Source: an optimization exercise on an open RTL-to-GDS flow (aim: small area, a short achievable clock period and few clock cycles per item). Production flows keep margins and buffers that such runs may drop. In this exercise RTL edits were held to simulation tests only and were not proved equivalent to the original.

==> flow/design.v (outline; a module is shown in full before it is edited, if it fits) <==
// module mod_add: 12 lines
// module mod_sub: 12 lines
// module booth_enc: 41 lines
// module mul_cs: 836 lines
// module modq_fold1: 116 lines
// module modq_fold2: 99 lines
// module modq_addsub: 149 lines
// module g1_rom: 265 lines
// module ntt_core: 196 lines
// module ntt256: 20 lines
module ntt256 (
    input  wire        clk,
    input  wire        rst_n,
    input  wire        start,
    output wire        done,
    output wire [7:0]  ram_addr_a,
    output wire        ram_we_a,
    output wire [23:0] ram_wdata_a,
    input  wire [23:0] ram_rdata_a,
    output wire [7:0]  ram_addr_b,
    output wire        ram_we_b,
    output wire [23:0] ram_wdata_b,
    input  wire [23:0] ram_rdata_b
);
  // ...
==> flow/flow/run.sh <==
#!/bin/bash
# Standard layout (the standard.sh), with timing repair aiming for 6.5 ns of setup slack.
set -euo pipefail
bash standard.sh SETUP_SLACK_MARGIN=6.5 finish > standard_flow.log 2>&1
==> flow/standard.sh <==
#!/bin/bash
# synth_recipe.tcl (not shown) runs the flow's synth.tcl, then flattens the netlist and writes it again
# the make line also repeats each setting of config.mk as NAME=value (left out here)
make -C /OpenROAD-flow-scripts/flow DESIGN_CONFIG=/design/flow/config.mk WORK_HOME=/design/flow/orfs CLKGATE_MAP_FILE= SYNTH_SCRIPT=/design/flow/synth_recipe.tcl "${@:-finish}"
==> flow/config.mk <==
export PLATFORM = sky130hd
export DESIGN_NAME = ntt256
export DESIGN_NICKNAME = ntt256
export VERILOG_FILES = /design/flow/design.v
export SDC_FILE = /design/flow/constraint.sdc
export NUM_CORES = 4
export LEC_CHECK = 0
export CAP_MARGIN = 20
export CORE_MARGIN = 2
export CORE_UTILIZATION = 40
export SLEW_MARGIN = 20
export SYNTH_MEMORY_MAX_BITS = 8192
==> flow/constraint.sdc <==
create_clock -name core_clock -period 10.0 [get_ports {clk}]
set_input_delay 2.0000 -clock core_clock [delete_from_list [all_inputs] [get_ports {clk}]]
set_output_delay 2.0000 -clock core_clock [all_outputs]
set_load 0.01 [all_outputs]
==> notes.md, run 1 <==
initial antenna violation count=8; met2 WL=82.30 mm; CTS tree=built; xor/xnor share of the synthesized area=between 8 and 9%; achievable clock frequency=~270 MHz; Die Y=between 300 and 400 um; fin util=approximately half; CP Cell Sequence=inv_4 > ha_4 > inv_4 > fa_1 > nor2b_1 > o21ai_2 > a211oi_2 > o21ai_2 > a21oi_2 > o21ai_2 > a21oi_2 > a21oi_4 > or2_4 > a221o_1 > a211oi_4; Synth Area in Compound Gates=a little under a quarter; grt ovf=0; status=timing/DRC/antenna clean; GP Congestion=around 1; Area Growth Syn to Fin=22.38%; Routed Antenna Nets=0; drt initial violations=around 5,300; well tap count=between 1,500 and 2,000; ant diodes=2; design area=0.05718 mm^2; clk sinks=between 600 and 700; Top Family by Delay on Critical Path=compound AO/OA/AOI/OAI gates; FILL cells=~11,000; most common cell after layout, fill and taps aside=inv_1; Num CTS Buffers=70; Routed met1 length=75.64 mm; RR Startpoint=u_ntt.r1[23]; Die X=roughly 350 um
Testbench counts, summed over its fixed seeds: cycles 18,720, ntts 18.
==> inputs of run 2 (changes only) <==
--- a/flow/config.mk
+++ b/flow/config.mk
@@ -9,3 +9,3 @@
 export CORE_MARGIN = 2
-export CORE_UTILIZATION = 40
+export CORE_UTILIZATION = 60
 export SLEW_MARGIN = 20
==> run 2 against run 1 <==
Effect of this change:
- still clean
- hold slack got worse by 0.0042 ns
- first-iteration DRC count rose by 21%
- clock skew rose by 0.0098 ns
- cell area fell by 1.1%
- sequential share of layout area rose by 0.33 points
- synthesized area did not move
- core utilization rose by 24 points
- critical path depth did not move
==> notes.md, run 2 <==
status=timing/DRC/antenna clean (unchanged); most common cell after layout, fill and taps aside=inv_1 (unchanged); Least-Margin Pin Slew=1.190 ns (was 1.114 ns); CP startpoint kind=register (unchanged); crit end category=register (unchanged); vias in the first global route=42,780 (was 40,910); gr usage total=43.77% (was 29.23%); cell area after synthesis=0.04672 mm^2 (unchanged); share of post-route cells with drive strength above 1=20.38% (was 19.31%); setup_tns=0 ns (unchanged); drt first pass iters=10 (was 8); Remaining DRCs=0 (unchanged); CP most frequent cell=ha_4 (was o21ai_2); Starting Density=60.42% (was 40.26%); Routed Antenna Nets=0 (unchanged); die area=0.08012 mm^2 (was 0.1196 mm^2); NumNets Final=6,127 (was 6,118); CP Cell Sequence=inv_1 > ha_4 > fa_1 > ha_4 > nand4_1 > nor2_2 > nand2_1 > o31a_1 > nand2b_1 > nand3_2 > o41ai_4 > nand2b_4 > a21oi_4 > mux2i_2 > xnor2_2 (was inv_4 > ha_4 > inv_4 > fa_1 > nor2b_1 > o21ai_2 > a211oi_2 > o21ai_2 > a21oi_2 > o21ai_2 > a21oi_2 > a21oi_4 > or2_4 > a221o_1 > a211oi_4); CTS tree=built (unchanged); RSZ-0062 raised after global routing=true (unchanged); critical path's slowest cell=fa_1 (unchanged); Die X=283.1 um (was 345.8 um); Synth Warn #=2 (unchanged); cell taking the most area after synthesis=dfxtp_1 (unchanged); drt initial violations=6,445 (was 5,321); Max H-tree Level=3 (unchanged); mean area per synthesized cell=8.753 um^2 (unchanged); GP Congestion=1.048 (was 1.017); first-pass GRT wire length=267.7 mm (was 265.7 mm); list of most frequent post-synthesis cells=506 x inv_1, 483 x dfxtp_1, 406 x nand2_1 (unchanged); EDFF count, synth=92 (unchanged); HPWL after detailed placement=115.9 mm (was 120.9 mm); Setup Skew=0.03989 ns (was 0.03013 ns); Worst-path clk slew=0.06 ns (about the same); Final min period=3.844 ns (was 3.655 ns); Mapped Cells=5,338 (unchanged); final setup fails=0 (unchanged); Slew Limit Fails=0 (unchanged); Cell variety after synth=90 (unchanged); CP max stage delay=0.52 ns (was 0.46 ns); initial antenna violation count=14 (was 8); Root Buffer=clkbuf_16 (unchanged); Post-synth top flop=dfxtp_1 (unchanged); CP Max Fanout=3 (was 7); Rel. slew slack=20.36% (was 25.61%); grt ovf=0 (unchanged); clk sinks=605 (unchanged); vias per inst=6.891 (was 6.097); Hold Crit Class=register to register (unchanged); dpl cell area=0.04864 mm^2 (was 0.04932 mm^2); #FFs+latches synth=605 (unchanged); Area contributors post-synth=dfxtp_1 21%, fa_1 11%, ha_1 9.4%, xnor2_1 6.8%, edfxtp_1 5.9% (unchanged); commonest cells after routing, fill and taps aside=455 x inv_1, 387 x nand2_1, 384 x dfxtp_1 (was 457 x inv_1, 398 x dfxtp_1, 390 x nand2_1); crit path kind=register to register (unchanged); required time of the critical path=10.51 ns (was 10.48 ns); design area=0.05656 mm^2 (was 0.05718 mm^2); Port-buffer cells=113 (unchanged); Die Y=283.1 um (was 345.8 um); sequential fraction of the synthesis area=28.22% (unchanged); Vias=45,210 (was 42,860); # hold bufs at CTS=0 (unchanged); final wirelength=190.4 mm (was 187.2 mm); asr flop ratio synth=4.959% (unchanged); Hold Violations, Final=0 (unchanged); Num CTS Buffers=67 (was 70); Synth top area share=20.69% (unchanged); number of I/O pins=118 (unchanged); achievable clock frequency=260.1 MHz (was 273.6 MHz); Top Registers=u_ntt.ms x46, u_ntt.prod x46, u_ntt.mc x45 (unchanged); area of the core=0.07734 mm^2 (was 0.1160 mm^2); most frequent cell after synthesis=inv_1 (unchanged); clock buffer depth=3 (unchanged); row cnt=102 (was 125); Area Growth Syn to Fin=21.06% (was 22.38%); worst skew pair latency=0.64 ns (was 0.63 ns); largest net degree at the start of global routing=198 (was 174); Max-cap violations=0 (unchanged); Routed WL per cell=29.02 um (was 26.62 um); Arrival @ worst endpoint=4.36 ns (was 4.14 ns); Tcrit/Tclk final=38.44% (was 36.55%)
-- run 2: cell counts after synthesis --
No cell type changed its count.
-- run 2: repair_timing --
item | in CTS | in global routing
setup endpoints to repair | 229 | 160
gates resized for setup | 579 | 374
setup buffers | 102 | 72
pin swaps | 135 | 183
cloned | 31 | 4
endpoints found under the hold margin | 0 | 0
-- run 2: final cells by class --
| class | count | area [um^2] |
|---|---|---|
| fill | 5274 | 20780 |
| inverter | 516 | 1993 |
| antenna | 5 | 12.51 |
| tap | 1040 | 1301 |
| timing repair buffer | 418 | 4631 |
| clock buffer | 86 | 1851 |
| sequential | 605 | 13430 |
| multi-input combinational | 3854 | 32920 |
| clock inverter | 36 | 424.2 |
-- run 2: logic make-up (layout without fill, tap and decap cells) --
group	count (synthesis)	in the layout	synth area share, %
DFF	605	605	28.22
adders and majority gates	617	617	20.73
and+or+nand+nor	1094	1100	10.53
xor gates and xnor gates	444	444	8.323
muxes	66	66	1.912
AOI/OAI and AO/OA	1623	1625	23.09
buffers and inverters	888	1056	7.193
other	1	7	0.008026
-- run 2: routing by layer --
layer / track usage [%] / up-vias / wire length [um]
met5: 0.4167 / - / 207
met1: 55.71 / 21360 / 67710
li1: - / 18990 / -
met4: 26.46 / 14 / 15900
met2: 65.67 / 3711 / 80700
met3: 12.97 / 1126 / 25870
-- run 2: worst max-delay path: cells and delay by family (launching register included) --
family                   cells  cell delay (ns)
flip-flops                   1             0.36
XOR/XNOR                     1             0.20
AND/OR/NAND/NOR              6             0.96
multiplexers                 1             0.30
adder cells (fa/ha/maj)      3             1.08
AO/OA/AOI/OAI                3             0.61
buffers and inverters        1             0.21
-- run 2: path summary, 6_finish.rpt --
check | from | to | slack, ns | cells past startpoint
max in group asynchronous | rst_n | u_ntt.ram_addr_b[7] | 7.89 | 2
setup / recovery | u_ntt.prod[43] | u_ntt.r1[25] | 6.16 | 15
min in group asynchronous | rst_n | u_ntt.ram_we_b | 1.78 | 2
hold reg to reg | u_ntt.u1[0] | u_ntt.u2[0] | 0.31 | 0
hold / removal | u_ntt.u1[0] | u_ntt.u2[0] | 0.31 | 0
setup reg to reg | u_ntt.prod[43] | u_ntt.r1[25] | 6.16 | 15
-- run 2: metrics by stage --
stage / setup slack, ns / hold slack, ns / utilization [%] / cells
after floorplan: 6.493 / 0.3096 / - / 5339
after global placement: 5.276 / 0.3103 / 62.89 / 6224
after detailed placement: 5.299 / 0.3121 / 62.89 / 6224
after CTS: 6.365 / 0.3125 / 70.29 / 6479
after global routing: 6.123 / 0.3119 / 73.12 / 6555
final: 6.156 / 0.3071 / 73.14 / 6560
==> inputs of run 3 (changes only) <==
--- a/flow/config.mk
+++ b/flow/config.mk
@@ -10,2 +10,3 @@
 export CORE_UTILIZATION = 60
+export PLACE_DENSITY = 0.75
 export SLEW_MARGIN = 20
==> run 3 against run 2 <==
Effect of this change:
- die area stayed put
- wire length down 3.4%
- maximum frequency increased by 4.5%
- critical endpoint is now u_ntt.wr[1]
- largest cell class unchanged
- highest routed layer unchanged
==> notes.md, run 3 <==
status=timing/DRC/antenna clean (unchanged); Tcrit/Tclk final=36.78% (was 38.44%); most frequent cell after synthesis=inv_1 (unchanged); cell taking the most area after synthesis=dfxtp_1 (unchanged); NumNets Final=6,121 (was 6,127); Remaining DRCs=0 (unchanged); share of post-route cells with drive strength above 1=19.40% (was 20.38%); Final min period=3.678 ns (was 3.844 ns); Slew Limit Fails=0 (unchanged); vias in the first global route=41,920 (was 42,780); achievable clock frequency=271.9 MHz (was 260.1 MHz); grt ovf=0 (unchanged); mean area per synthesized cell=8.753 um^2 (unchanged); Setup Skew=0.04503 ns (was 0.03989 ns); Num CTS Buffers=67 (unchanged); crit end category=register (unchanged); Routed Antenna Nets=0 (unchanged); reg2reg setup slack=6.32 ns (was 6.16 ns); Cell variety after synth=90 (unchanged); first-pass GRT wire length=258.2 mm (was 267.7 mm); Top Registers=u_ntt.ms x46, u_ntt.prod x46, u_ntt.mc x45 (unchanged); CP Cell Sequence=buf_12 > clkinv_8 > ha_1 > buf_4 > nand2_2 > nand2_1 > nor2_2 > o31ai_1 > a31oi_1 > o21ai_0 > a41oi_1 (was inv_1 > ha_4 > fa_1 > ha_4 > nand4_1 > nor2_2 > nand2_1 > o31a_1 > nand2b_1 > nand3_2 > o41ai_4 > nand2b_4 > a21oi_4 > mux2i_2 > xnor2_2); Die X=283.1 um (unchanged); Post-synth top flop=dfxtp_1 (unchanged); Area contributors post-synth=dfxtp_1 21%, fa_1 11%, ha_1 9.4%, xnor2_1 6.8%, edfxtp_1 5.9% (unchanged); Routed WL per cell=28.05 um (was 29.02 um); drt first pass iters=10 (unchanged); Arrival @ worst endpoint=4.16 ns (was 4.36 ns); worst skew pair latency=0.64 ns (about the same); CP bufs+invs=3 (was 1); EDFF count, synth=92 (unchanged); final wirelength=183.9 mm (was 190.4 mm); gr usage total=41.90% (was 43.77%); Rel. slew slack=21.45% (was 20.36%); required time of the critical path=10.49 ns (was 10.51 ns); Max-cap violations=0 (unchanged); largest net degree at the start of global routing=156 (was 198); critical path's slowest cell=a41oi_1 (was fa_1); layer with the highest usage=met2 (unchanged); met1 GRT Util=53.59% (was 55.71%); initial antenna violation count=11 (was 14); Mapped Cells=5,338 (unchanged); setup_tns=0 ns (unchanged); clock buffer depth=3 (unchanged); Starting Density=60.42% (unchanged); Synth top area share=20.69% (unchanged); row cnt=102 (unchanged); grt met2 use=62.28% (was 65.67%); Top Family by Delay on Critical Path=simple AND/OR/NAND/NOR gates (was adder cells); asr flop ratio synth=4.959% (unchanged); drt initial violations=6,391 (was 6,445); FILL cells=5,431 (was 5,274); vias per inst=6.822 (was 6.891); Max H-tree Level=3 (unchanged); HPWL after detailed placement=113.1 mm (was 115.9 mm); hold slack final=0.3081 ns (was 0.3071 ns); Root Buffer=clkbuf_16 (unchanged); number of I/O pins=118 (unchanged); CP startpoint kind=register (unchanged); list of most frequent post-synthesis cells=506 x inv_1, 483 x dfxtp_1, 406 x nand2_1 (unchanged); cell area after synthesis=0.04672 mm^2 (unchanged); fin util=72.85% (was 73.14%); most common cell after layout, fill and taps aside=inv_1 (unchanged); RSZ-0062 raised after global routing=true (unchanged); CTS tree=built (unchanged); Least-Margin Pin Slew=1.171 ns (was 1.190 ns); met3 usage in global routing=12.54% (was 12.97%); area of the core=0.07734 mm^2 (unchanged); Vias=44,720 (was 45,210); Port-buffer cells=113 (unchanged); #FFs+latches synth=605 (unchanged); sequential fraction of the synthesis area=28.22% (unchanged); Synth Warn #=2 (unchanged); die area=0.08012 mm^2 (unchanged); Hold Violations, Final=0 (unchanged); Area Growth Syn to Fin=20.58% (was 21.06%); GP Congestion=1.087 (was 1.048); CP Max Fanout=24 (was 3); final setup fails=0 (unchanged); Die Y=283.1 um (unchanged); crit path kind=register to register (unchanged); Worst-path clk slew=0.06 ns (about the same); clk sinks=605 (unchanged); Hold Crit Class=register to register (unchanged); CP max stage delay=0.50 ns (was 0.52 ns); commonest cells after routing, fill and taps aside=446 x inv_1, 394 x nand2_1, 382 x dfxtp_1 (was 455 x inv_1, 387 x nand2_1, 384 x dfxtp_1)
## run 3: changes by cell type in the layout (fill, tap and decap cells not counted), sizes merged, moves of 3 or more
cell | before | now
buf | 291 | 282
clkinvlp | 11 | 7
dlygate4sd2 | 56 | 62
or3 | 17 | 14
clkinv | 14 | 17
clkdlybuf4s50 | 55 | 49
o21ai | 335 | 339
clkbuf | 89 | 97
## run 3: routing by layer
metal | up-vias | share of wire (%)
met5 | - | 0.088
met4 | 14 | 8.6
met3 | 1056 | 13
met2 | 3548 | 42
met1 | 21150 | 36
li1 | 18960 | -
## run 3: area by class of cell
cell class                      count  area [um^2]  area share [%]
Antenna cell                        6        15.01         0.02665
Clock inverter                     36        449.2          0.7972
Tap cell                         1040         1301           2.310
Inverter                          516         2001           3.551
Sequential cell                   605        13450           23.87
Timing Repair Buffer              414         4523           8.028
Clock buffer                       87         1883           3.342
Multi-Input combinational cell   3852        32720           58.07
## run 3: timing repair
item	CTS	global route
endpoints found under the setup margin	236	137
setup buffers	88	88
hold buffers	0	0
gates resized for setup	526	376
pin swaps	96	200
cloned	17	10
## run 3: kinds of logic after synthesis
| kind of cell | after synthesis | synth area share, % |
|---|---|---|
| multiplexers | 66 | 1.912 |
| AND/OR/NAND/NOR | 1094 | 10.53 |
| buffers and inverters | 888 | 7.193 |
| XOR/XNOR | 444 | 8.323 |
| flip-flops | 605 | 28.22 |
| other | 1 | 0.008026 |
| AO/OA/AOI/OAI | 1623 | 23.09 |
| adder cells (fa/ha/maj) | 617 | 20.73 |
## run 3: final timing paths
path	startpoint	to	cells past startpoint
worst min register to register	u_ntt.u[0]	u_ntt.u1[0]	0
worst max-delay path	u_ntt.e[0]	u_ntt.wr[1]	11
max in group asynchronous	rst_n	u_ntt.t[5]	2
worst max register to register	u_ntt.e[0]	u_ntt.wr[1]	11
min in group asynchronous	rst_n	u_ntt.ram_addr_b[2]	2
worst min-delay path	u_ntt.u[0]	u_ntt.u1[0]	0
## run 3: through the flow
stage	worst slack (ns)	instances	area [um^2]
5_1_grt	6.308	6550	56330
3_5_place_dp	5.020	6224	48640
4_1_cts	6.357	6452	53810
2_1_floorplan	6.493	5339	46880
6_report	6.322	6556	56340
3_3_place_gp	5.012	6224	48630
==> inputs of run 4 (changes only) <==
--- a/flow/config.mk
+++ b/flow/config.mk
@@ -7,6 +7,6 @@
 export LEC_CHECK = 0
+export ABC_AREA = 1
 export CAP_MARGIN = 20
 export CORE_MARGIN = 2
-export CORE_UTILIZATION = 60
-export PLACE_DENSITY = 0.75
+export CORE_UTILIZATION = 40
 export SLEW_MARGIN = 20
==> run 4 against run 3 <==
Effect of this change:
- maximum frequency fell by 0.25%
- non-clock buffer count fell by 70
- first-iteration DRC count fell by 13%
- critical endpoint is now u_ntt.mc[19]
- largest cell class unchanged
==> notes.md, run 4 <==
critical path's slowest cell=fa_1 (was a41oi_1); EDFF count, synth=92 (unchanged); share of post-route cells with drive strength above 1=12.23% (was 19.40%); asr flop ratio synth=4.959% (unchanged); drt initial violations=5,549 (was 6,391); Cell variety after synth=64 (was 90); Top Family by Delay on Critical Path=adder cells (was simple AND/OR/NAND/NOR gates); initial antenna violation count=12 (was 11); most common cell after layout, fill and taps aside=nand2_1 (was inv_1); Num CTS Buffers=68 (was 67); Max-cap violations=0 (unchanged); Worst-path clk slew=0.06 ns (about the same); Rel. slew slack=33.17% (was 21.45%); row cnt=126 (was 102); sequential fraction of the synthesis area=27.67% (was 28.22%); area of the core=0.1181 mm^2 (was 0.07734 mm^2); commonest cells after routing, fill and taps aside=1,040 x nand2_1, 843 x inv_1, 424 x dfxtp_1 (was 446 x inv_1, 394 x nand2_1, 382 x dfxtp_1); final setup fails=0 (unchanged); cell taking the most area after synthesis=dfxtp_1 (unchanged); list of most frequent post-synthesis cells=1,062 x nand2_1, 928 x inv_1, 483 x dfxtp_1 (was 506 x inv_1, 483 x dfxtp_1, 406 x nand2_1); Area Growth Syn to Fin=17.44% (was 20.58%); crit path kind=register to register (unchanged); final wirelength=214.6 mm (was 183.9 mm); die area=0.1219 mm^2 (was 0.08012 mm^2); crit end category=register (unchanged); Port-buffer cells=113 (unchanged); achievable clock frequency=271.2 MHz (was 271.9 MHz); mean area per synthesized cell=7.710 um^2 (was 8.753 um^2); clock buffer depth=3 (unchanged); vias per inst=5.861 (was 6.822); Mapped Cells=6,180 (was 5,338); Routed Antenna Nets=0 (unchanged); Non-Filler Instances=7,940 (was 6,556); status=timing/DRC/antenna clean (unchanged); Setup Skew=0.03313 ns (was 0.04503 ns); Starting Density=40.35% (was 60.42%); HPWL after detailed placement=154.2 mm (was 113.1 mm); CP Max Fanout=7 (was 24); Remaining DRCs=0 (unchanged); dpl cells=7,647 (was 6,224); Post-synth top flop=dfxtp_1 (unchanged); Vias=46,540 (was 44,720); required time of the critical path=10.60 ns (was 10.49 ns); #FFs+latches synth=605 (unchanged); clk sinks=605 (unchanged); hold path cells=0 (unchanged); CP most frequent cell=fa_1; cell area after synthesis=0.04765 mm^2 (was 0.04672 mm^2); number of I/O pins=118 (unchanged); Die Y=349.1 um (was 283.1 um); largest net degree at the start of global routing=107 (was 156); Root Buffer=clkbuf_16 (unchanged); CP Cell Sequence=clkinvlp_4 > buf_6 > o22ai_2 > xor2_1 > fa_1 > inv_1 > fa_2 > fa_1 > inv_2 > fa_1 > inv_2 > fa_2 (was buf_12 > clkinv_8 > ha_1 > buf_4 > nand2_2 > nand2_1 > nor2_2 > o31ai_1 > a31oi_1 > o21ai_0 > a41oi_1); GP Congestion=1.069 (was 1.087); Slew Limit Fails=0 (unchanged); Crit path depth=12 (was 11); CP bufs+invs=5 (was 3); CP startpoint kind=register (unchanged); most frequent cell after synthesis=nand2_1 (was inv_1); gr usage total=34.06% (was 41.90%); Arrival @ worst endpoint=4.28 ns (was 4.16 ns); Synth Warn #=2 (unchanged); Top Registers=u_ntt.ms x46, u_ntt.prod x46, u_ntt.mc x45 (unchanged); Least-Margin Pin Slew=1.002 ns (was 1.171 ns); RSZ-0062 raised after global routing=true (unchanged); Synth top area share=20.29% (was 20.69%); dpl cell area=0.05037 mm^2 (was 0.04864 mm^2); Die X=349.1 um (was 283.1 um); vias in the first global route=44,820 (was 41,920); first-pass GRT wire length=305.9 mm (was 258.2 mm); CP max stage delay=0.54 ns (was 0.50 ns); CTS tree=built (unchanged); Hold Violations, Final=0 (unchanged); Max H-tree Level=3 (unchanged); Hold Crit Class=register to register (unchanged); Tcrit/Tclk final=36.87% (was 36.78%); grt ovf=0 (unchanged); Final min period=3.687 ns (was 3.678 ns); Reg2Reg Depth=12 (was 11); drt first pass iters=9 (was 10); Area contributors post-synth=dfxtp_1 20%, fa_1 11%, ha_1 9.2%, nand2_1 8.4%, xor2_1 7.4% (was dfxtp_1 21%, fa_1 11%, ha_1 9.4%, xnor2_1 6.8%, edfxtp_1 5.9%); setup_tns=0 ns (unchanged); FILL cells=11,620 (was 5,431); design area=0.05596 mm^2 (was 0.05634 mm^2); Routed WL per cell=27.02 um (was 28.05 um); multi-input logic area=0.03096 mm^2 (was 0.03272 mm^2); NumNets Final=7,013 (was 6,121); sequential cell area=0.01331 mm^2 (was 0.01345 mm^2); worst skew pair latency=0.65 ns (was 0.64 ns)
==> run 4: changes by cell type in the layout (fill, tap and decap cells not counted), sizes merged, moves of 63 or more <==
cell	previous run	this run
nand2	406	1075
a22oi	336	29
xnor2	362	39
nand3	82	318
nor2	304	414
inv	522	921
buf	282	219
xor2	82	404
o22ai	44	291
==> run 4: path summary, 6_finish.rpt <==
check / start / to / slack (ns)
setup / recovery: u_ntt.w[1] / u_ntt.mc[19] / 6.31
hold / removal: u_ntt.u3[3] / u_ntt.u4[3] / 0.33
setup reg to reg: u_ntt.w[1] / u_ntt.mc[19] / 6.31
hold reg to reg: u_ntt.u3[3] / u_ntt.u4[3] / 0.33
max in group asynchronous: rst_n / u_ntt.ram_addr_b[7] / 7.92
min in group asynchronous: rst_n / u_ntt.t[7] / 1.74
==> run 4: area by class of cell <==
class | instances | area share (%)
antenna | 3 | 0.01342
clock buffer | 92 | 3.535
clock inverter | 31 | 0.5433
inverter | 954 | 6.768
multi-input combinational | 4357 | 55.33
sequential | 605 | 23.79
tap | 1536 | 3.434
timing repair buffer | 344 | 6.363
timing repair inverter | 18 | 0.2236
==> run 4: cells by family (layout without fill, tap and decap cells) <==
kind of cell | Yosys count | in the layout | share of synthesized area, %
compound gates | 1364 | 1364 | 17.24
fa+ha+maj | 617 | 617 | 20.33
simple gates | 1926 | 1927 | 16.79
xor+xnor | 443 | 443 | 8.182
other cells | 1 | 5 | 0.007870
buf+inv | 1220 | 1439 | 9.692
flops | 605 | 605 | 27.67
mux | 4 | 4 | 0.08927
==> run 4: layer usage <==
| layer | vias up | GRT usage [%] | part of all wire [%] | wire length, um |
|---|---|---|---|---|
| met5 | - | 0 | 0.027 | 57 |
| met4 | 8 | 18.36 | 6.7 | 14380 |
| met3 | 714 | 7.957 | 10 | 21630 |
| met2 | 2716 | 52.08 | 43 | 92120 |
| met1 | 22310 | 44.39 | 40 | 86360 |
| li1 | 20790 | - | - | - |
==> run 4: what timing repair did <==
action / CTS / global route
gates cloned: 26 / 4
resized for setup: 392 / 228
setup endpoints to repair: 202 / 146
setup buffers: 78 / 59
hold buffers: 0 / 0
pin swaps: 45 / 67
==> run 4: per-stage QoR <==
step	worst slack [ns]	utilization [%]	hold WS, ns
2_1_floorplan	6.465	-	0.3096
3_3_place_gp	5.363	42.66	0.3100
3_5_place_dp	5.343	42.66	0.3121
4_1_cts	6.252	46.25	0.3232
5_1_grt	6.255	47.39	0.3276
6_report	6.313	47.39	0.3255
==> inputs of run 5 (changes only) <==
==> flow/flow/run.sh (replaced) <==
#!/bin/bash
# Standard layout (the standard.sh), with timing repair aiming for 6.8 ns of setup slack.
set -euo pipefail
bash standard.sh SETUP_SLACK_MARGIN=6.8 finish > standard_flow.log 2>&1
--- a/flow/config.mk
+++ b/flow/config.mk
@@ -7,3 +7,2 @@
 export LEC_CHECK = 0
-export ABC_AREA = 1
 export CAP_MARGIN = 20
==> run 5 against run 4 <==
Effect of this change:
- non-clock buffer count rose by 211
- first-iteration DRC count fell by 2.7%
- setup slack improved by 0.024 ns
- count of clock-buffer cells in the layout up 1
- maximum frequency grew 0.64%
- cell area up 7.2%
- critical endpoint is now u_ntt.tm[19]
==> notes.md, run 5 <==
RR Startpoint=u_ntt.r1[24] (was u_ntt.w[1]); Rel. slew slack=35.81% (was 33.17%); number of I/O pins=118 (unchanged); Root Buffer=clkbuf_16 (unchanged); Mapped Cells=5,338 (was 6,180); Hold Violations, Final=0 (unchanged); # hold bufs at CTS=0 (unchanged); first-pass GRT wire length=280.0 mm (was 305.9 mm); hold path cells=0 (unchanged); gr usage total=30.99% (was 34.06%); Top Registers=u_ntt.ms x46, u_ntt.prod x46, u_ntt.mc x45 (unchanged); status=timing/DRC/antenna clean (unchanged); most common cell after layout, fill and taps aside=inv_1 (was nand2_1); Least-Margin Pin Slew=0.9507 ns (was 1.002 ns); Starting Density=40.26% (was 40.35%); final setup fails=0 (unchanged); vias in the first global route=42,100 (was 44,820); commonest cells after routing, fill and taps aside=400 x inv_1, 381 x nand2_1, 350 x dfxtp_1 (was 1,040 x nand2_1, 843 x inv_1, 424 x dfxtp_1); Die X=345.8 um (was 349.1 um); CTS tree=built (unchanged); R2R Path End=u_ntt.tm[19] (was u_ntt.mc[19]); GP Congestion=1.025 (was 1.069); mean area per synthesized cell=8.753 um^2 (was 7.710 um^2); Hold Crit Class=register to register (unchanged); asr flop ratio synth=4.959% (unchanged); final wirelength=196.5 mm (was 214.6 mm); RSZ-0062 raised after global routing=true (unchanged); EDFF count, synth=92 (unchanged); Reg2Reg Depth=15 (was 12); Num CTS Buffers=68 (unchanged); hold endpoint=u_ntt.u1[8] (was u_ntt.u4[3]); Max H-tree Level=3 (unchanged); drt initial violations=5,400 (was 5,549); Post-synth top flop=dfxtp_1 (unchanged); most frequent cell after synthesis=inv_1 (was nand2_1); share of post-route cells with drive strength above 1=28.34% (was 12.23%); Routed Antenna Nets=0 (unchanged); initial antenna violation count=4 (was 12); area of the core=0.1160 mm^2 (was 0.1181 mm^2); fin util=51.69% (was 47.39%); CP Cell Sequence=inv_4 > ha_2 > inv_1 > fa_2 > o21ba_2 > o21bai_1 > a21oi_1 > o21a_1 > o21ai_1 > a31oi_2 > a211o_1 > o21ai_1 > o21a_1 > a221o_1 > a22oi_2 (was clkinvlp_4 > buf_6 > o22ai_2 > xor2_1 > fa_1 > inv_1 > fa_2 > fa_1 > inv_2 > fa_1 > inv_2 > fa_2); Tcrit/Tclk final=36.64% (was 36.87%); NumNets Final=6,267 (was 7,013); CP max stage delay=0.51 ns (was 0.54 ns); Slew Limit Fails=0 (unchanged); Remaining DRCs=0 (unchanged); Cell variety after synth=90 (was 64); Synth top area share=20.69% (was 20.29%); cell area after synthesis=0.04672 mm^2 (was 0.04765 mm^2); cell taking the most area after synthesis=dfxtp_1 (unchanged); #FFs+latches synth=605 (unchanged); Worst-path clk slew=0.07 ns (was 0.06 ns); CP Max Fanout=4 (was 7); crit path kind=register to register (unchanged); CP startpoint kind=register (unchanged); sequential fraction of the synthesis area=28.22% (was 27.67%); FILL cells=10,370 (was 11,620); critical path's slowest cell=fa_2 (was fa_1); Synth Warn #=2 (unchanged); Routed WL per cell=27.35 um (was 27.02 um); drt first pass iters=10 (was 9); list of most frequent post-synthesis cells=506 x inv_1, 483 x dfxtp_1, 406 x nand2_1 (was 1,062 x nand2_1, 928 x inv_1, 483 x dfxtp_1); Final min period=3.664 ns (was 3.687 ns); Port-buffer cells=113 (unchanged); Area contributors post-synth=dfxtp_1 21%, fa_1 11%, ha_1 9.4%, xnor2_1 6.8%, edfxtp_1 5.9% (was dfxtp_1 20%, fa_1 11%, ha_1 9.2%, nand2_1 8.4%, xor2_1 7.4%); clk sinks=605 (unchanged); required time of the critical path=10.50 ns (was 10.60 ns); Vias=44,250 (was 46,540); clock buffer depth=3 (unchanged); Arrival @ worst endpoint=4.16 ns (was 4.28 ns); Top Family by Delay on Critical Path=compound AO/OA/AOI/OAI gates (was adder cells); largest net degree at the start of global routing=85 (was 107); die area=0.1196 mm^2 (was 0.1219 mm^2); HPWL after detailed placement=122.0 mm (was 154.2 mm); grt ovf=0 (unchanged); row cnt=125 (was 126); vias per inst=6.160 (was 5.861); crit end category=register (unchanged); reg2reg setup slack=6.34 ns (was 6.31 ns); CP bufs+invs=2 (was 5); worst skew pair latency=0.63 ns (was 0.65 ns); hold slack final=0.3136 ns (was 0.3255 ns); Area Growth Syn to Fin=28.38% (was 17.44%); setup_tns=0 ns (unchanged); Max-cap violations=0 (unchanged); achievable clock frequency=273.0 MHz (was 271.2 MHz); Setup Skew=0.02765 ns (was 0.03313 ns); Die Y=345.8 um (was 349.1 um); hold path startpoint=u_ntt.u[8] (was u_ntt.u3[3])
run 5: cell types whose count changed after synthesis, sizes merged, moves of 158 or more:
cell,previous run,this run
a22oi,29,336
clkbuf,161,319
inv,947,513
nand2,1075,406
nand3,317,82
o22ai,291,44
xnor2,39,362
xor2,404,82
run 5: through the flow:
stage | cells | instance area (um^2) | setup slack [ns]
finish | 7184 | 59990 | 6.336
global placement | 6707 | 49530 | 5.353
floorplan | 5339 | 47530 | 6.571
CTS | 7066 | 57420 | 6.438
detailed placement | 6708 | 49540 | 5.310
global route | 7181 | 59980 | 6.270
run 5: final cells by class:
| class | count | area [um^2] | area share [%] |
|---|---|---|---|
| clock inverter | 32 | 269.0 | 0.4484 |
| sequential | 605 | 13510 | 22.53 |
| multi-input combinational | 3856 | 34340 | 57.24 |
| clock buffer | 93 | 1938 | 3.231 |
| antenna | 3 | 7.507 | 0.01251 |
| tap | 1524 | 1907 | 3.179 |
| inverter | 516 | 2024 | 3.375 |
| timing repair buffer | 555 | 5989 | 9.985 |
run 5: layer usage:
layer  GRT usage (%)  routed length [um]  vias to the layer above
met2           47.02               84990                     2763
met3           6.589               20170                      765
li1                -                   -                    19270
met4           18.09               13370                        2
met5               0                   7                        -
met1           40.66               77970                    21450
run 5: kinds of logic (layout without fill, tap and decap cells):
| group | after synthesis | after routing | share of synthesized area (%) |
|---|---|---|---|
| AOI/OAI and AO/OA | 1623 | 1626 | 23.09 |
| and+or+nand+nor | 1094 | 1100 | 10.53 |
| buffers and inverters | 888 | 1196 | 7.193 |
| adders and majority gates | 617 | 617 | 20.73 |
| DFF | 605 | 605 | 28.22 |
| xor gates and xnor gates | 444 | 445 | 8.323 |
| muxes | 66 | 66 | 1.912 |
| other | 1 | 5 | 0.008026 |
run 5: timing repair:
item,4_1_cts,5_1_grt
endpoints found under the hold margin,0,0
gates cloned,36,8
resized for setup,1169,385
pin swaps,275,236
setup buffers,197,106
endpoints found under the setup margin,272,177
run 5: worst max path at each step:
stage                       startpoint            to  slack, ns  cells past startpoint
after global routing      u_ntt.r1[24]  u_ntt.tm[22]       6.27                     15
after detailed placement  u_ntt.r1[23]  u_ntt.tm[21]       5.31                     15
after global placement    u_ntt.r1[23]   u_ntt.tm[2]       5.35                     15
final                     u_ntt.r1[24]  u_ntt.tm[19]       6.34                     15
after CTS                  u_ntt.v[16]  u_ntt.mc[26]       6.44                     12
after floorplan            u_ntt.v[21]  u_ntt.mc[30]       6.57                     14
==> inputs of run 6 (changes only) <==
==> flow/flow/run.sh (replaced) <==
#!/bin/bash
# Standard layout (the standard.sh), with timing repair aiming for 6 ns of setup slack.
set -euo pipefail
bash standard.sh SETUP_SLACK_MARGIN=6 finish > standard_flow.log 2>&1
==> run 6 against run 5 <==
Effect of this change:
- maximum frequency decreased by 12%
- synthesized area unchanged
- critical path depth is 3 lower
- sequential share of layout area grew 2.7 points
- register-to-register slack worse by 0.51 ns
- die area unchanged
- highest routed layer unchanged
==> notes.md, run 6 <==
EDFF count, synth=92 (unchanged); Die Y=345.8 um (unchanged); Synth top area share=20.69% (unchanged); reg2reg setup slack=5.83 ns (was 6.34 ns); Tcrit/Tclk final=41.69% (was 36.64%); initial antenna violation count=7 (was 4); Final min period=4.169 ns (was 3.664 ns); Max-cap violations=0 (unchanged); most frequent cell after synthesis=inv_1 (unchanged); Reg2Reg Depth=12 (was 15); cell taking the most area after synthesis=dfxtp_1 (unchanged); status=timing/DRC/antenna clean (unchanged); largest net degree at the start of global routing=160 (was 85); CP startpoint kind=register (unchanged); RSZ-0062 raised after global routing=true (unchanged); grt ovf=0 (unchanged); Post-synth top flop=dfxtp_1 (unchanged); CP Cell Sequence=buf_6 > clkinv_1 > buf_4 > ha_1 > inv_1 > nor2_1 > nor2_1 > nand2_1 > o31ai_1 > mux4_2 > o21ai_0 > o21ai_0 (was inv_4 > ha_2 > inv_1 > fa_2 > o21ba_2 > o21bai_1 > a21oi_1 > o21a_1 > o21ai_1 > a31oi_2 > a211o_1 > o21ai_1 > o21a_1 > a221o_1 > a22oi_2); list of most frequent post-synthesis cells=506 x inv_1, 483 x dfxtp_1, 406 x nand2_1 (unchanged); Mapped Cells=5,338 (unchanged); Top Registers=u_ntt.ms x46, u_ntt.prod x46, u_ntt.mc x45 (unchanged); setup_tns=0 ns (unchanged); Port-buffer cells=113 (unchanged); asr flop ratio synth=4.959% (unchanged); Rel. slew slack=23.21% (was 35.81%); Area Growth Syn to Fin=11.93% (was 28.38%); gr usage total=28.16% (was 30.99%); share of post-route cells with drive strength above 1=8.386% (was 28.34%); drt first pass iters=6 (was 10); vias per inst=6.001 (was 6.160); drt initial violations=4,606 (was 5,400); hold endpoint=u_ntt.u1[3] (was u_ntt.u1[8]); GP Congestion=1.041 (was 1.025); dpl cell area=0.04929 mm^2 (was 0.04954 mm^2); mean area per synthesized cell=8.753 um^2 (unchanged); number of I/O pins=118 (unchanged); worst skew pair latency=0.64 ns (was 0.63 ns); Setup Skew=0.03363 ns (was 0.02765 ns); clock buffer depth=3 (unchanged); vias in the first global route=40,000 (was 42,100); Slew Limit Fails=0 (unchanged); Routed WL per cell=25.30 um (was 27.35 um); Synth Warn #=2 (unchanged); final setup fails=0 (unchanged); Hold Violations, Final=0 (unchanged); hold path cells=0 (unchanged); row cnt=125 (unchanged); Routed Antenna Nets=0 (unchanged); Num CTS Buffers=69 (was 68); Root Buffer=clkbuf_16 (unchanged); #FFs+latches synth=605 (unchanged); Max H-tree Level=3 (unchanged); CTS tree=built (unchanged); Starting Density=40.26% (unchanged); HPWL after detailed placement=121.7 mm (was 122.0 mm); hold path startpoint=u_ntt.u[3] (was u_ntt.u[8]); Non-Filler Instances=6,855 (was 7,184); Area contributors post-synth=dfxtp_1 21%, fa_1 11%, ha_1 9.4%, xnor2_1 6.8%, edfxtp_1 5.9% (unchanged); setup slack at placement=5.144 ns (was 5.310 ns); sequential fraction of the synthesis area=28.22% (unchanged); achievable clock frequency=239.9 MHz (was 273.0 MHz); fin util=45.07% (was 51.69%); design area=0.05230 mm^2 (was 0.05999 mm^2); die area=0.1196 mm^2 (unchanged); Hold Crit Class=register to register (unchanged); commonest cells after routing, fill and taps aside=504 x inv_1, 469 x dfxtp_1, 399 x nand2_1 (was 400 x inv_1, 381 x nand2_1, 350 x dfxtp_1); area of the core=0.1160 mm^2 (unchanged); Worst-path clk slew=0.07 ns (about the same); cell area after synthesis=0.04672 mm^2 (unchanged); final setup margin=5.831 ns (was 6.336 ns); Cell variety after synth=90 (unchanged); Die X=345.8 um (unchanged); most common cell after layout, fill and taps aside=inv_1 (unchanged); crit end category=register (unchanged); R2R Path End=u_ntt.wr[13] (was u_ntt.tm[19]); Arrival @ worst endpoint=4.63 ns (was 4.16 ns); # hold bufs at CTS=0 (unchanged); RR Startpoint=u_ntt.e[1] (was u_ntt.r1[24]); required time of the critical path=10.46 ns (was 10.50 ns); dpl cells=6,719 (was 6,708); Remaining DRCs=0 (unchanged); Vias=41,140 (was 44,250); critical path's slowest cell=ha_1 (was fa_2); final wirelength=173.5 mm (was 196.5 mm); Least-Margin Pin Slew=1.148 ns (was 0.9507 ns); NumNets Final=5,940 (was 6,267); hold slack final=0.3147 ns (was 0.3136 ns); clk sinks=605 (unchanged); CP Max Fanout=27 (was 4); crit path kind=register to register (unchanged); first-pass GRT wire length=257.4 mm (was 280.0 mm); CP max stage delay=0.52 ns (was 0.51 ns); FILL cells=11,320 (was 10,370)
run 6: cell counts after synthesis:
No cell type changed its count.
run 6: how the worst max path moves through the flow:
stage / startpoint / end / slack, ns / cells past startpoint
final: u_ntt.e[1] / u_ntt.wr[13] / 5.83 / 12
after global routing: u_ntt.r1[24] / u_ntt.tm[20] / 5.82 / 15
after CTS: u_ntt.r1[23] / u_ntt.tm[2] / 6.01 / 16
after detailed placement: u_ntt.r1[23] / u_ntt.tm[22] / 5.14 / 15
after global placement: u_ntt.r1[23] / u_ntt.tm[22] / 5.12 / 15
after floorplan: u_ntt.v[21] / u_ntt.mc[29] / 6.04 / 12
run 6: timing repair:
action                     CTS  global route
buffers inserted             5             2
resized for setup           67            61
setup endpoints to repair   92            88
pin swaps                    8             9
gates cloned                 2             0
run 6: area by class of cell:
| class | count | area (um^2) | share of cell area [%] |
|---|---|---|---|
| multi-input cells | 3848 | 30690 | 58.69 |
| well taps | 1524 | 1907 | 3.646 |
| clock inverters | 33 | 427.9 | 0.8182 |
| clock buffers | 93 | 2012 | 3.847 |
| repair buffers | 235 | 2093 | 4.003 |
| diodes | 1 | 2.502 | 0.004785 |
| flip-flops and latches | 605 | 13220 | 25.27 |
| inverters | 516 | 1946 | 3.720 |
run 6: cell families (layout without fill, tap and decap cells):
logic type	Yosys count	in the layout	synth area share (%)
other	1	3	0.008026
adders and majority gates	617	617	20.73
muxes	66	66	1.912
and+or+nand+nor	1094	1096	10.53
buffers and inverters	888	877	7.193
AOI/OAI and AO/OA	1623	1623	23.09
DFF	605	605	28.22
xor gates and xnor gates	444	444	8.323
run 6: per-layer routing:
| metal | global-route usage (%) | vias up | share of wire [%] |
|---|---|---|---|
| li1 | - | 18570 | - |
| met1 | 37.94 | 19960 | 42 |
| met2 | 42.86 | 2122 | 43 |
| met3 | 5.761 | 480 | 9.0 |
| met4 | 13.89 | 2 | 5.4 |
| met5 | 0 | - | 0.0075 |
run 6: critical path: cells and delay by family, from the launching register on:
kind / cells / cell delay (ns)
buffers and inverters: 4 / 0.95
AND/OR/NAND/NOR: 3 / 0.95
AO/OA/AOI/OAI: 3 / 0.75
adder cells (fa/ha/maj): 1 / 0.52
multiplexers: 1 / 0.47
flip-flops: 1 / 0.31
==> module modq_fold2, before the edit <==
module modq_fold2 (
    input  wire [26:0] r,
    output wire [22:0] t
);
    wire n1 = r[0] ^ ~r[23];
    wire n2 = r[0] & ~r[23];
    wire n3 = r[1] ^ ~r[24];
    wire n4 = r[1] & ~r[24];
    wire n5 = r[2] ^ ~r[25];
    wire n6 = r[2] & ~r[25];
    wire n7 = r[3] ^ ~r[26];
    wire n8 = r[3] & ~r[26];
    wire n9 = r[4] ^ 1'b1;
    wire n10 = r[4] & 1'b1;
    wire n11 = r[5] ^ 1'b1;
    wire n12 = r[5] & 1'b1;
    wire n13 = r[6] ^ 1'b1;
    wire n14 = r[6] & 1'b1;
    wire n15 = r[7] ^ 1'b1;
    wire n16 = r[7] & 1'b1;
    wire n17 = r[8] ^ 1'b1;
    wire n18 = r[8] & 1'b1;
    wire n19 = r[9] ^ 1'b1;
    wire n20 = r[9] & 1'b1;
    wire n21 = r[10] ^ 1'b1;
    wire n22 = r[10] & 1'b1;
    wire n23 = r[11] ^ 1'b1;
    wire n24 = r[11] & 1'b1;
    wire n25 = r[12] ^ 1'b1;
    wire n26 = r[12] & 1'b1;
    wire n27 = r[13] ^ r[23] ^ 1'b1;
    wire n28 = (r[13] & r[23]) | (r[13] & 1'b1) | (r[23] & 1'b1);
    wire n29 = r[14] ^ r[24] ^ 1'b1;
    wire n30 = (r[14] & r[24]) | (r[14] & 1'b1) | (r[24] & 1'b1);
    wire n31 = r[15] ^ r[25] ^ 1'b1;
    wire n32 = (r[15] & r[25]) | (r[15] & 1'b1) | (r[25] & 1'b1);
    wire n33 = r[16] ^ r[26] ^ 1'b1;
    wire n34 = (r[16] & r[26]) | (r[16] & 1'b1) | (r[26] & 1'b1);
    wire n35 = r[17] ^ 1'b1;
    wire n36 = r[17] & 1'b1;
    wire n37 = r[18] ^ 1'b1;
    wire n38 = r[18] & 1'b1;
    wire n39 = r[19] ^ 1'b1;
    wire n40 = r[19] & 1'b1;
    wire n41 = r[20] ^ 1'b1;
    wire n42 = r[20] & 1'b1;
    wire n43 = r[21] ^ 1'b1;
    wire n44 = r[21] & 1'b1;
    wire n45 = r[22] ^ 1'b1;
    wire n46 = r[22] & 1'b1;
    wire [25:0] s = {1'b1, 1'b1, n46, n44, n42, n40, n38, n36, n34, n32, n30, n28, n26, n24, n22, n20, n18, n16, n14, n12, n10, n8, n6, n4, n2, n1} + {1'b0, 1'b0, 1'b1, n45, n43, n41, n39, n37, n35, n33, n31, n29, n27, n25, n23, n21, n19, n17, n15, n13, n11, n9, n7, n5, n3, 1'b1};
    wire [25:0] sm = {1'b1, 1'b1, 1'b1, r[22], r[21], r[20], r[19], r[18], r[17], r[16], r[15], r[14], r[13], r[12], r[11], r[10], r[9], r[8], r[7], r[6], r[5], r[4], r[3], r[2], r[1], r[0]} + {1'b0, 1'b0, 1'b0, 1'b0, 1'b0, 1'b0, 1'b0, 1'b0, 1'b0, r[26], r[25], r[24], r[23], 1'b1, 1'b1, 1'b1, 1'b1, 1'b1, 1'b1, 1'b1, 1'b1, 1'b1, ~r[26], ~r[25], ~r[24], ~r[23]};
    wire n47 = r[1] ^ ~r[24];
    wire n48 = r[1] & ~r[24];
    wire n49 = r[2] ^ ~r[25];
    wire n50 = r[2] & ~r[25];
    wire n51 = r[3] ^ ~r[26];
    wire n52 = r[3] & ~r[26];
    wire n53 = r[4] ^ 1'b1;
    wire n54 = r[4] & 1'b1;
    wire n55 = r[5] ^ 1'b1;
    wire n56 = r[5] & 1'b1;
    wire n57 = r[6] ^ 1'b1;
    wire n58 = r[6] & 1'b1;
    wire n59 = r[7] ^ 1'b1;
    wire n60 = r[7] & 1'b1;
    wire n61 = r[8] ^ 1'b1;
    wire n62 = r[8] & 1'b1;
    wire n63 = r[9] ^ 1'b1;
    wire n64 = r[9] & 1'b1;
    wire n65 = r[10] ^ 1'b1;
    wire n66 = r[10] & 1'b1;
    wire n67 = r[11] ^ 1'b1;
    wire n68 = r[11] & 1'b1;
    wire n69 = r[12] ^ 1'b1;
    wire n70 = r[12] & 1'b1;
    wire n71 = r[13] ^ r[23];
    wire n72 = r[13] & r[23];
    wire n73 = r[14] ^ r[24] ^ 1'b1;
    wire n74 = (r[14] & r[24]) | (r[14] & 1'b1) | (r[24] & 1'b1);
    wire n75 = r[15] ^ r[25] ^ 1'b1;
    wire n76 = (r[15] & r[25]) | (r[15] & 1'b1) | (r[25] & 1'b1);
    wire n77 = r[16] ^ r[26] ^ 1'b1;
    wire n78 = (r[16] & r[26]) | (r[16] & 1'b1) | (r[26] & 1'b1);
    wire n79 = r[17] ^ 1'b1;
    wire n80 = r[17] & 1'b1;
    wire n81 = r[18] ^ 1'b1;
    wire n82 = r[18] & 1'b1;
    wire n83 = r[19] ^ 1'b1;
    wire n84 = r[19] & 1'b1;
    wire n85 = r[20] ^ 1'b1;
    wire n86 = r[20] & 1'b1;
    wire n87 = r[21] ^ 1'b1;
    wire n88 = r[21] & 1'b1;
    wire n89 = r[22] ^ 1'b1;
    wire n90 = r[22] & 1'b1;
    wire [25:0] sp = {1'b0, 1'b0, n90, n88, n86, n84, n82, n80, n78, n76, n74, n72, n70, n68, n66, n64, n62, n60, n58, n56, n54, n52, n50, n48, n47, r[0]} + {1'b0, 1'b0, 1'b0, n89, n87, n85, n83, n81, n79, n77, n75, n73, n71, n69, n67, n65, n63, n61, n59, n57, n55, n53, n51, n49, 1'b1, ~r[23]};
    assign t = s[25] ? sp[22:0] : (sm[25] ? s[22:0] : sm[22:0]);
endmodule
==> inputs of run 7 (changes only) <==
--- a/flow/design.v
+++ b/flow/design.v
@@ -1072,48 +1072,3 @@
     wire [25:0] sm = {1'b1, 1'b1, 1'b1, r[22], r[21], r[20], r[19], r[18], r[17], r[16], r[15], r[14], r[13], r[12], r[11], r[10], r[9], r[8], r[7], r[6], r[5], r[4], r[3], r[2], r[1], r[0]} + {1'b0, 1'b0, 1'b0, 1'b0, 1'b0, 1'b0, 1'b0, 1'b0, 1'b0, r[26], r[25], r[24], r[23], 1'b1, 1'b1, 1'b1, 1'b1, 1'b1, 1'b1, 1'b1, 1'b1, 1'b1, ~r[26], ~r[25], ~r[24], ~r[23]};
-    wire n47 = r[1] ^ ~r[24];
-    wire n48 = r[1] & ~r[24];
-    wire n49 = r[2] ^ ~r[25];
-    wire n50 = r[2] & ~r[25];
-    wire n51 = r[3] ^ ~r[26];
-    wire n52 = r[3] & ~r[26];
-    wire n53 = r[4] ^ 1'b1;
-    wire n54 = r[4] & 1'b1;
-    wire n55 = r[5] ^ 1'b1;
-    wire n56 = r[5] & 1'b1;
-    wire n57 = r[6] ^ 1'b1;
-    wire n58 = r[6] & 1'b1;
-    wire n59 = r[7] ^ 1'b1;
-    wire n60 = r[7] & 1'b1;
-    wire n61 = r[8] ^ 1'b1;
-    wire n62 = r[8] & 1'b1;
-    wire n63 = r[9] ^ 1'b1;
-    wire n64 = r[9] & 1'b1;
-    wire n65 = r[10] ^ 1'b1;
-    wire n66 = r[10] & 1'b1;
-    wire n67 = r[11] ^ 1'b1;
-    wire n68 = r[11] & 1'b1;
-    wire n69 = r[12] ^ 1'b1;
-    wire n70 = r[12] & 1'b1;
-    wire n71 = r[13] ^ r[23];
-    wire n72 = r[13] & r[23];
-    wire n73 = r[14] ^ r[24] ^ 1'b1;
-    wire n74 = (r[14] & r[24]) | (r[14] & 1'b1) | (r[24] & 1'b1);
-    wire n75 = r[15] ^ r[25] ^ 1'b1;
-    wire n76 = (r[15] & r[25]) | (r[15] & 1'b1) | (r[25] & 1'b1);
-    wire n77 = r[16] ^ r[26] ^ 1'b1;
-    wire n78 = (r[16] & r[26]) | (r[16] & 1'b1) | (r[26] & 1'b1);
-    wire n79 = r[17] ^ 1'b1;
-    wire n80 = r[17] & 1'b1;
-    wire n81 = r[18] ^ 1'b1;
-    wire n82 = r[18] & 1'b1;
-    wire n83 = r[19] ^ 1'b1;
-    wire n84 = r[19] & 1'b1;
-    wire n85 = r[20] ^ 1'b1;
-    wire n86 = r[20] & 1'b1;
-    wire n87 = r[21] ^ 1'b1;
-    wire n88 = r[21] & 1'b1;
-    wire n89 = r[22] ^ 1'b1;
-    wire n90 = r[22] & 1'b1;
-    wire [25:0] sp = {1'b0, 1'b0, n90, n88, n86, n84, n82, n80, n78, n76, n74, n72, n70, n68, n66, n64, n62, n60, n58, n56, n54, n52, n50, n48, n47, r[0]} + {1'b0, 1'b0, 1'b0, n89, n87, n85, n83, n81, n79, n77, n75, n73, n71, n69, n67, n65, n63, n61, n59, n57, n55, n53, n51, n49, 1'b1, ~r[23]};
-    assign t = s[25] ? sp[22:0] : (sm[25] ? s[22:0] : sm[22:0]);
+    assign t = sm[25] ? s[22:0] : sm[22:0];
 endmodule
==> flow/flow/run.sh (replaced) <==
#!/bin/bash
# Standard layout (the standard.sh), with timing repair aiming for 6.3 ns of setup slack.
set -euo pipefail
bash standard.sh SETUP_SLACK_MARGIN=6.3 finish > standard_flow.log 2>&1
--- a/flow/config.mk
+++ b/flow/config.mk
@@ -7,2 +7,3 @@
 export LEC_CHECK = 0
+export ABC_AREA = 1
 export CAP_MARGIN = 20
==> run 7 against run 6 <==
Effect of this change:
- first-iteration DRC count grew 10%
- non-clock buffer count up 79
- hold slack got worse by 0.0078 ns
- wire length grew 15%
- core utilization up 1.5 points
- synthesized cell count up 11%
- critical path depth is the same
- critical endpoint is now u_ntt.wr[22]
==> notes.md, run 7 <==
CTS tree=built (unchanged); Mapped Cells=5,925 (was 5,338); most frequent cell after synthesis=nand2_1 (was inv_1); crit path kind=register to register (unchanged); most common cell after layout, fill and taps aside=nand2_1 (was inv_1); Synth top area share=20.81% (was 20.69%); Hold Violations, Final=0 (unchanged); Worst-path clk slew=0.06 ns (was 0.07 ns); Slew Limit Fails=0 (unchanged); Top Registers=u_ntt.ms x46, u_ntt.prod x46, u_ntt.mc x45 (unchanged); Port-buffer cells=113 (unchanged); gr usage total=32.58% (was 28.16%); Area contributors post-synth=dfxtp_1 21%, fa_1 11%, ha_1 9.3%, nand2_1 7.9%, xor2_1 7.4% (was dfxtp_1 21%, fa_1 11%, ha_1 9.4%, xnor2_1 6.8%, edfxtp_1 5.9%); hold slack final=0.3070 ns (was 0.3147 ns); worst skew pair latency=0.66 ns (was 0.64 ns); Hold Crit Class=register to register (unchanged); NumNets Final=6,728 (was 5,940); FILL cells=11,500 (was 11,320); Post-synth top flop=dfxtp_1 (unchanged); final setup fails=0 (unchanged); fin util=46.53% (was 45.07%); drt first pass iters=8 (was 6); GP Congestion=1.033 (was 1.041); status=timing/DRC/antenna clean (unchanged); vias in the first global route=42,120 (was 40,000); Routed Antenna Nets=0 (unchanged); Synth Warn #=2 (unchanged); hold path startpoint=u_ntt.u3[12] (was u_ntt.u[3]); share of post-route cells with drive strength above 1=10.71% (was 8.386%); #FFs+latches synth=605 (unchanged); sequential fraction of the synthesis area=28.38% (was 28.22%); clk sinks=605 (unchanged); number of I/O pins=118 (unchanged); clock buffer depth=3 (unchanged); EDFF count, synth=92 (unchanged); achievable clock frequency=260.1 MHz (was 239.9 MHz); Root Buffer=clkbuf_16 (unchanged); required time of the critical path=10.48 ns (was 10.46 ns); drt initial violations=5,068 (was 4,606); mean area per synthesized cell=7.841 um^2 (was 8.753 um^2); Area Growth Syn to Fin=15.91% (was 11.93%); HPWL after detailed placement=145.3 mm (was 121.7 mm); Remaining DRCs=0 (unchanged); hold path cells=0 (unchanged); CP Max Fanout=16 (was 27); asr flop ratio synth=4.959% (unchanged); Max-cap violations=0 (unchanged); Reg2Reg Depth=12 (unchanged); setup_tns=0 ns (unchanged); Routed WL per cell=26.09 um (was 25.30 um); commonest cells after routing, fill and taps aside=966 x nand2_1, 830 x inv_1, 438 x dfxtp_1 (was 504 x inv_1, 469 x dfxtp_1, 399 x nand2_1); grt ovf=0 (unchanged); area of the core=0.1157 mm^2 (was 0.1160 mm^2); list of most frequent post-synthesis cells=979 x nand2_1, 891 x inv_1, 483 x dfxtp_1 (was 506 x inv_1, 483 x dfxtp_1, 406 x nand2_1); Cell variety after synth=73 (was 90); Final min period=3.844 ns (was 4.169 ns); row cnt=125 (unchanged); CP startpoint kind=register (unchanged); Die X=344.8 um (was 345.8 um); die area=0.1189 mm^2 (was 0.1196 mm^2); Num CTS Buffers=68 (was 69); initial antenna violation count=5 (was 7); Arrival @ worst endpoint=4.33 ns (was 4.63 ns); Starting Density=40.14% (was 40.26%); RR Startpoint=u_ntt.e[1] (unchanged); Tcrit/Tclk final=38.44% (was 41.69%); Least-Margin Pin Slew=1.159 ns (was 1.148 ns); Vias=43,800 (was 41,140); Setup Skew=0.03253 ns (was 0.03363 ns); vias per inst=5.726 (was 6.001); hold endpoint=u_ntt.u4[12] (was u_ntt.u1[3]); crit end category=register (unchanged); RSZ-0062 raised after global routing=true (unchanged); R2R Path End=u_ntt.wr[22] (was u_ntt.wr[13]); cell area after synthesis=0.04646 mm^2 (was 0.04672 mm^2); largest net degree at the start of global routing=76 (was 160); reg2reg setup slack=6.16 ns (was 5.83 ns); Max H-tree Level=3 (unchanged); Rel. slew slack=22.45% (was 23.21%); final wirelength=199.6 mm (was 173.5 mm); first-pass GRT wire length=285.0 mm (was 257.4 mm); Die Y=344.8 um (was 345.8 um); cell taking the most area after synthesis=dfxtp_1 (unchanged)
## run 7: cell count changes after synthesis, sizes merged, moves of 41 or more
cell | previous run | this run
a21o | 66 | 24
a21oi | 337 | 281
a22oi | 336 | 26
buf | 53 | 95
clkbuf | 319 | 169
inv | 513 | 905
nand2 | 406 | 996
nand2b | 47 | 0
nand3 | 82 | 312
nor2 | 304 | 388
nor2b | 41 | 0
o22ai | 44 | 290
xnor2 | 362 | 44
xor2 | 82 | 396
## run 7: worst max-delay path by stage
stage                     depth (start not counted)  slack, ns           end        start
after global routing                             13       6.10  u_ntt.mc[27]  u_ntt.v[22]
after detailed placement                         10       5.23  u_ntt.mc[24]  u_ntt.w[15]
after CTS                                        10       6.12  u_ntt.mc[23]  u_ntt.v[17]
after global placement                           10       5.26  u_ntt.mc[24]  u_ntt.w[15]
final                                            12       6.16  u_ntt.wr[22]   u_ntt.e[1]
after floorplan                                  12       6.31  u_ntt.mc[27]  u_ntt.w[26]
## run 7: through the flow
stage	std cells	setup WS [ns]	instance area, um^2
after global placement	7385	5.259	49140
final	7649	6.156	53850
after floorplan	5926	6.309	46480
after CTS	7573	6.115	52170
after detailed placement	7386	5.228	49150
after global routing	7647	6.105	53840
## run 7: area by class of cell
type,instances,area [um^2],share of cell area (%)
Inverter,912,3583,6.655
Timing Repair inverter,21,135.1,0.2510
Timing Repair Buffer,314,3187,5.918
Clock inverter,39,406.6,0.7552
Multi-Input combinational cell,4146,29460,54.71
Tap cell,1524,1907,3.541
Clock buffer,86,1872,3.476
Antenna cell,2,5.005,0.009295
Sequential cell,605,13290,24.68
## run 7: what timing repair did
item                                    4_1_cts  5_1_grt
hold buffers                                  0        0
buffers inserted                             45       63
pin swaps                                     4       59
cloned                                       17       11
gates resized for setup                     117      287
endpoints found under the setup margin      145      145
## run 7: cells by family (layout without fill, tap and decap cells)
group | after synthesis | count (layout) | synth area share [%]
buffers and inverters | 1176 | 1372 | 9.612
adders and majority gates | 613 | 613 | 20.72
AOI/OAI and AO/OA | 1273 | 1274 | 16.59
and+or+nand+nor | 1814 | 1814 | 16.31
other | 1 | 4 | 0.008072
xor gates and xnor gates | 440 | 440 | 8.311
DFF | 605 | 605 | 28.38
muxes | 3 | 3 | 0.07002
## run 7: worst max-delay path, stage by stage, from the launching register on
cell and delay [ns]:
dfxtp_1 0.30, buf_4 0.33, inv_1 0.31, ha_1 0.47, nor2_1 0.39, inv_1 0.25
nand2_2 0.32, inv_1 0.19, o21ai_1 0.41, o211ai_1 0.15, nand2_1 0.09, nand3_1 0.07
a32o_1 0.37
## run 7: metal layers
layer  up-vias  wire length (um)  GRT usage, %
li1      19840                 -             -
met4         0             14340         18.52
met3       664             16690         5.436
met1     20900             81110         42.56
met5         -                 0             0
met2      2387             87440         51.06
Testbench counts of run 7, summed over its fixed seeds: cycles 18,720, ntts 18.

==> afterwards: timing with drivers on the ports <==
No port has a modelled driver above. Below, the same layouts with a new extraction and two added sets of constraints.
Step 1: set_driving_cell puts a clkbuf_16 on clk and a buf_2 on each other input, an assumption about the parent block.
Step 2 also shifts input and output timing later by t, the mid clock arrival at the registers, as if the neighbouring blocks saw the same clock.
Three values: no drivers, after step 1, after step 2; two values: the first two.
run	t (ns)	slack for setup (ns)	worst setup path at the end	cell pins on the clock port's net
run 1	0.694	6.345 / 6.345 / 6.345	register to register	1
run 2	0.690	6.156 / 6.156 / 6.156	register to register	1
run 3	0.686	6.322 / 6.322 / 6.322	register to register	1
run 4	0.714	6.313 / 6.313 / 6.313	register to register	1
run 5	0.690	6.336 / 6.336 / 6.336	register to register	1
run 6	0.688	5.831 / 5.831 / 5.831	register to register	1
run 7	0.708	6.156 / 6.156 / 6.156	register to register	1
After both steps setup and hold are still met in every run listed.
